This design comes from an exercise in tuning for a short achievable clock period on the open sky130 flow, not from production work. In this exercise RTL edits were held to simulation tests only and were not proved equivalent to the original. Power and IR drop assume default switching activity.

alpha:
Design UM6845R, start of the top module:
module UM6845R
(
	input            CLOCK,
	input            CLKEN,
	input            nRESET,
	input            CRTC_TYPE,
	input            ENABLE,
	input            nCS,
	input            R_nW,
	input            RS,
	input      [7:0] DI,
	output reg [7:0] DO,
	output reg       VSYNC,
	output reg       HSYNC,
	output           DE,
	output reg       FIELD,
	output           CURSOR,
	output reg [13:0] MA,
	output reg  [4:0] RA
);
Settings: LEC_CHECK=0, ABC_CLOCK_PERIOD_IN_PS=2500, CAP_MARGIN=20, CORE_MARGIN=2, CORE_UTILIZATION=40, PLACE_DENSITY=0.6, SETUP_SLACK_MARGIN=3.5, SLEW_MARGIN=20, TNS_END_PERCENT=100; clock period 6.0 ns.
standard.sh (not shown) runs the stock make flow with config.mk's settings and CLKGATE_MAP_FILE= SYNTH_SCRIPT=/design/flow/synth_recipe.tcl, a recipe that flattens the netlist after the stock synthesis.
==> flow/flow/run.sh <==
#!/bin/bash
# The standard layout, with the ports of the RS / CRTC_TYPE -> DO / DE paths
# placed together and the DO logic rebuilt after floorplan (flow/io.tcl).
set -euo pipefail
bash standard.sh IO_CONSTRAINTS="$PWD/flow/io.tcl" finish > flow_make.log 2>&1
==> flow/flow/surg.tcl <==
# Rebuild the read-data output logic as two gate levels per bit:
#   DO[i] = mux2i(S=CRTC_TYPE, A0=and2(RS, rd0n[i]), A1=nand2(RS, rd1[i]))
#   DO[5] = mux2i(S=CRTC_TYPE, A0=and2(RS, rd0n[5]), A1=mux2i(S=RS, A0=nvde, A1=rd1[5]))
# which is the function the RTL gives DO, then remove the logic left without loads.
set ::surg_block [ord::get_db_block]
proc surg_main {} {
set surg_block $::surg_block
proc surg_master {n} { return [[ord::get_db] findMaster $n] }
proc surg_inst {cell name conns} {
  set inst [odb::dbInst_create $::surg_block [surg_master $cell] $name]
  foreach {pin net} $conns { [$inst findITerm $pin] connect $net }
  return $inst
}
array set surg_q {}
foreach inst [$surg_block getInsts] {
  set n [$inst getName]
  if {[regexp {^(rd0n|rd1)\\\[(\d)\\\]\$} $n -> b i]} { set surg_q($b,$i) [[$inst findITerm Q] getNet] }
  if {[regexp {^nvde\$} $n]} { set surg_q(nvde) [[$inst findITerm Q] getNet] }
}
if {[array size surg_q] != 17} { error "surgery: found [array size surg_q] of 17 register outputs" }
set surg_rs [$surg_block findNet RS]
set surg_ct [$surg_block findNet CRTC_TYPE]
for {set i 0} {$i < 8} {incr i} {
  set out [$surg_block findNet "DO\[$i\]"]
  if {$out eq "NULL"} { error "surgery: no net DO\[$i\]" }
  foreach it [$out getITerms] { if {[$it isOutputSignal]} { $it disconnect } }
  set na [odb::dbNet_create $surg_block "do_a_$i"]
  set nb [odb::dbNet_create $surg_block "do_b_$i"]
  surg_inst sky130_fd_sc_hd__and2_2 "do_and_$i" [list A $surg_rs B $surg_q(rd0n,$i) X $na]
  if {$i == 5} {
    surg_inst sky130_fd_sc_hd__mux2i_2 "do_st_$i" [list S $surg_rs A0 $surg_q(nvde) A1 $surg_q(rd1,$i) Y $nb]
  } else {
    surg_inst sky130_fd_sc_hd__nand2_2 "do_nand_$i" [list A $surg_rs B $surg_q(rd1,$i) Y $nb]
  }
  surg_inst sky130_fd_sc_hd__mux2i_2 "do_mux_$i" [list S $surg_ct A0 $na A1 $nb Y $out]
}
# remove combinational cells whose outputs drive nothing
set surg_removed 0
set surg_changed 1
while {$surg_changed} {
  set surg_changed 0
  foreach inst [$surg_block getInsts] {
    set m [[$inst getMaster] getName]
    if {![string match sky130_fd_sc_hd__* $m] || [string match *df* $m] || [string match *dl* $m]} { continue }
    set hasout 0
    set dead 1
    foreach it [$inst getITerms] {
      if {[$it isOutputSignal]} {
        set hasout 1
        set net [$it getNet]
        if {$net ne "NULL" && ([llength [$net getITerms]] > 1 || [llength [$net getBTerms]] > 0)} { set dead 0 }
      }
    }
    if {$hasout && $dead} {
      set nets {}
      foreach it [$inst getITerms] { set net [$it getNet]; if {$net ne "NULL"} { lappend nets $net } }
      odb::dbInst_destroy $inst
      foreach net $nets { if {[llength [$net getITerms]] == 0 && [llength [$net getBTerms]] == 0} { odb::dbNet_destroy $net } }
      incr surg_removed
      set surg_changed 1
    }
  }
}
puts "surgery: rebuilt DO\[7:0\], removed $surg_removed cells"
}
surg_main
Other scripts of this flow, unchanged in this note and not shown: flow/flow/io.tcl
alpha ran to completion and came out clean on the timing, DRC and antenna checks.
[inputs] epsilon vs alpha
diff --git a/flow/flow/surg.tcl b/flow/flow/surg.tcl
--- a/flow/flow/surg.tcl
+++ b/flow/flow/surg.tcl
@@ -3,7 +3,5 @@
 #   DO[5] = mux2i(S=CRTC_TYPE, A0=and2(RS, rd0n[5]), A1=mux2i(S=RS, A0=nvde, A1=rd1[5]))
 # which is the function the RTL gives DO, then remove the logic left without loads.
-set ::surg_block [ord::get_db_block]
-proc surg_main {} {
-set surg_block $::surg_block
+set surg_block [ord::get_db_block]
 proc surg_master {n} { return [[ord::get_db] findMaster $n] }
 proc surg_inst {cell name conns} {
@@ -63,4 +61,2 @@
 }
 puts "surgery: rebuilt DO\[7:0\], removed $surg_removed cells"
-}
-surg_main
Notes after the runs:
For epsilon, the flow was terminated by a tool error in floorplan and produced no final design. As far as post-synth net total goes, epsilon and alpha are indistinguishable; the numbers are identical. alpha -> epsilon: horizontal die dimension delta 0, exact match. On share of synthesized registers carrying an async set or reset, alpha tracks epsilon almost exactly. Reported for epsilon and alpha, number of storage elements in the synthesis netlist turned out identical to the last digit. As far as number of synthesized flops with an enable pin goes, epsilon and alpha are indistinguishable; the numbers are identical.

========
UM6845R, a different RTL version from the one above (not shown whole).
Size: ~1400 cells after synthesis, about 240 flip-flops, ~48 I/O pins, about 14000 sq um of cells after synthesis.
export LEC_CHECK = 0
export ABC_CLOCK_PERIOD_IN_PS = 2500
export CAP_MARGIN = 20
export CORE_MARGIN = 2
export CORE_UTILIZATION = 40
export PLACE_DENSITY = 0.6
export SETUP_SLACK_MARGIN = 3.5
export SLEW_MARGIN = 20
export TNS_END_PERCENT = 100
create_clock -name core_clock -period 6.0 [get_ports {CLOCK}]
==> flow/flow/run.sh <==
#!/bin/bash
# The standard layout, with the ports of the RS / CRTC_TYPE -> DO / DE paths
# placed together and the DO logic rebuilt after floorplan (flow/io.tcl), and
# timing repair free to change a cell's footprint.
set -euo pipefail
bash standard.sh IO_CONSTRAINTS="$PWD/flow/io.tcl" MATCH_CELL_FOOTPRINT=0 finish > flow_make.log 2>&1
==> flow/flow/surg.tcl <==
# Rebuild the read-data output logic with one gate level before the output mux:
#   DO[i] = mux2i(S=CRTC_TYPE, A0=nor2(~RS, rd0[i]), A1=nand2(RS, rd1[i]))
#   DO[5] = mux2i(S=CRTC_TYPE, A0=nor2(~RS, rd0[5]), A1=a2bb2oi(A1_N=RS, A2_N=vde, B1=RS, B2=rd1[5]))
#   DE    = mux2i(S=CRTC_TYPE, A0=ndesk, A1=nde0)
# which is the function the RTL gives DO and DE, with RS and CRTC_TYPE reaching the
# rest of the logic through a buffer of their own; then remove the logic left without loads.
set ::surg_block [ord::get_db_block]
proc surg_master {n} { return [[ord::get_db] findMaster $n] }
proc surg_inst {cell name conns} {
  set inst [odb::dbInst_create $::surg_block [surg_master $cell] $name]
  foreach {pin net} $conns { [$inst findITerm $pin] connect $net }
  return $inst
}
proc surg_main {} {
  set block $::surg_block
  array set q {}
  foreach inst [$block getInsts] {
    set n [$inst getName]
    if {[regexp {^(rd0|rd1)\\\[(\d)\\\]\$} $n -> b i]} { set q($b,$i) [[$inst findITerm Q] getNet] }
    if {[regexp {^vde\$} $n]} { set q(vde) [[$inst findITerm Q] getNet] }
    if {[regexp {^(nde0|ndesk)\$} $n -> b]} { set q($b) [[$inst findITerm Q] getNet] }
  }
  if {[array size q] != 19} { error "surgery: found [array size q] of 19 register outputs" }
  set rs [$block findNet RS]
  set ct [$block findNet CRTC_TYPE]
  set de [$block findNet DE]
  # the logic other than DO and DE that reads RS / CRTC_TYPE goes through a buffer of its own
  foreach {net tag} [list $rs rs $ct ct] {
    set iso [odb::dbNet_create $block "do_${tag}_other"]
    set moved 0
    foreach it [$net getITerms] {
      if {![$it isInputSignal]} { continue }
      $it disconnect; $it connect $iso; incr moved
    }
    surg_inst sky130_fd_sc_hd__buf_2 "do_${tag}_iso" [list A $net X $iso]
    puts "surgery: $moved loads of $tag moved behind a buffer"
  }
  # DE = ~(CRTC_TYPE ? nde0 : ndesk)
  foreach it [$de getITerms] { if {[$it isOutputSignal]} { $it disconnect } }
  surg_inst sky130_fd_sc_hd__mux2i_4 "de_mux" [list S $ct A0 $q(ndesk) A1 $q(nde0) Y $de]
  set rsn [odb::dbNet_create $block "do_rs_n"]
  surg_inst sky130_fd_sc_hd__inv_4 "do_rs_inv" [list A $rs Y $rsn]
  for {set i 0} {$i < 8} {incr i} {
    set out [$block findNet "DO\[$i\]"]
    if {$out eq "NULL"} { error "surgery: no net DO\[$i\]" }
    foreach it [$out getITerms] { if {[$it isOutputSignal]} { $it disconnect } }
    set na [odb::dbNet_create $block "do_a_$i"]
    set nb [odb::dbNet_create $block "do_b_$i"]
    surg_inst sky130_fd_sc_hd__nor2_2 "do_nor_$i" [list A $rsn B $q(rd0,$i) Y $na]
    if {$i == 5} {
      surg_inst sky130_fd_sc_hd__a2bb2oi_2 "do_st_$i" [list A1_N $rs A2_N $q(vde) B1 $rs B2 $q(rd1,$i) Y $nb]
    } else {
      surg_inst sky130_fd_sc_hd__nand2_2 "do_nand_$i" [list A $rs B $q(rd1,$i) Y $nb]
    }
    surg_inst sky130_fd_sc_hd__mux2i_2 "do_mux_$i" [list S $ct A0 $na A1 $nb Y $out]
  }
  # remove combinational cells whose outputs drive nothing
  set removed 0
  set changed 1
  while {$changed} {
    set changed 0
    foreach inst [$block getInsts] {
      set m [[$inst getMaster] getName]
      if {![string match sky130_fd_sc_hd__* $m] || [string match *df* $m] || [string match *dl* $m]} { continue }
      set hasout 0
      set dead 1
      foreach it [$inst getITerms] {
        if {[$it isOutputSignal]} {
          set hasout 1
          set net [$it getNet]
          if {$net ne "NULL" && ([llength [$net getITerms]] > 1 || [llength [$net getBTerms]] > 0)} { set dead 0 }
        }
      }
      if {$hasout && $dead} {
        set nets {}
        foreach it [$inst getITerms] { set net [$it getNet]; if {$net ne "NULL"} { lappend nets $net } }
        odb::dbInst_destroy $inst
        foreach net $nets { if {[llength [$net getITerms]] == 0 && [llength [$net getBTerms]] == 0} { odb::dbNet_destroy $net } }
        incr removed
        set changed 1
      }
    }
  }
  puts "surgery: rebuilt DO\[7:0\], removed $removed cells"
}
surg_main
Other scripts of this flow, unchanged in this note and not shown: flow/flow/io.tcl
Change:
--- a/flow/flow/surg.tcl
+++ b/flow/flow/surg.tcl
@@ -2,7 +2,5 @@
 #   DO[i] = mux2i(S=CRTC_TYPE, A0=nor2(~RS, rd0[i]), A1=nand2(RS, rd1[i]))
 #   DO[5] = mux2i(S=CRTC_TYPE, A0=nor2(~RS, rd0[5]), A1=a2bb2oi(A1_N=RS, A2_N=vde, B1=RS, B2=rd1[5]))
-#   DE    = mux2i(S=CRTC_TYPE, A0=ndesk, A1=nde0)
-# which is the function the RTL gives DO and DE, with RS and CRTC_TYPE reaching the
-# rest of the logic through a buffer of their own; then remove the logic left without loads.
+# which is the function the RTL gives DO, then remove the logic left without loads.
 set ::surg_block [ord::get_db_block]
 proc surg_master {n} { return [[ord::get_db] findMaster $n] }
@@ -19,24 +17,8 @@
     if {[regexp {^(rd0|rd1)\\\[(\d)\\\]\$} $n -> b i]} { set q($b,$i) [[$inst findITerm Q] getNet] }
     if {[regexp {^vde\$} $n]} { set q(vde) [[$inst findITerm Q] getNet] }
-    if {[regexp {^(nde0|ndesk)\$} $n -> b]} { set q($b) [[$inst findITerm Q] getNet] }
   }
-  if {[array size q] != 19} { error "surgery: found [array size q] of 19 register outputs" }
+  if {[array size q] != 17} { error "surgery: found [array size q] of 17 register outputs" }
   set rs [$block findNet RS]
   set ct [$block findNet CRTC_TYPE]
-  set de [$block findNet DE]
-  # the logic other than DO and DE that reads RS / CRTC_TYPE goes through a buffer of its own
-  foreach {net tag} [list $rs rs $ct ct] {
-    set iso [odb::dbNet_create $block "do_${tag}_other"]
-    set moved 0
-    foreach it [$net getITerms] {
-      if {![$it isInputSignal]} { continue }
-      $it disconnect; $it connect $iso; incr moved
-    }
-    surg_inst sky130_fd_sc_hd__buf_2 "do_${tag}_iso" [list A $net X $iso]
-    puts "surgery: $moved loads of $tag moved behind a buffer"
-  }
-  # DE = ~(CRTC_TYPE ? nde0 : ndesk)
-  foreach it [$de getITerms] { if {[$it isOutputSignal]} { $it disconnect } }
-  surg_inst sky130_fd_sc_hd__mux2i_4 "de_mux" [list S $ct A0 $q(ndesk) A1 $q(nde0) Y $de]
   set rsn [odb::dbNet_create $block "do_rs_n"]
   surg_inst sky130_fd_sc_hd__inv_4 "do_rs_inv" [list A $rs Y $rsn]
- The new run completed without violations
- wire length goes up slightly
- synthesized cell count is unchanged
- combinational power goes down slightly
- fmax goes down slightly
- power goes down by a few percent

## afterwards: timing with drivers on the ports
The results above use ideal ports. As a check the final layouts listed here were re-extracted and re-timed, cells and wires unchanged.
Step 1 assumes that a clkbuf_16 drives the clock port and a buf_2 every other input.
Step 2 also shifts input and output timing later by t, the mid clock arrival at the registers, as if the neighbouring blocks saw the same clock.
Slacks: no drivers / after step 1 / after step 2; pairs: no drivers / after step 1.
run	shift t [ns]	slack for setup (ns)	worst hold slack (ns)	clock arrival spread, ns	pins driven straight from the clock port
alpha	0.609	2.998 / 2.770 / 2.645	0.461 / 0.461 / 0.461	0.020 / 0.021	1
the first run of note 2	0.611	3.021 / 2.933 / 2.757	0.453 / 0.453 / 0.453	0.032 / 0.033	1
the second run of note 2	0.596	2.997 / 2.890 / 2.828	0.459 / 0.459 / 0.459	0.029 / 0.028	1
After both steps every run listed still meets setup and hold. The setup slack of alpha, which loses most, moves by -0.228 ns with the drivers and by -0.353 ns with both steps.
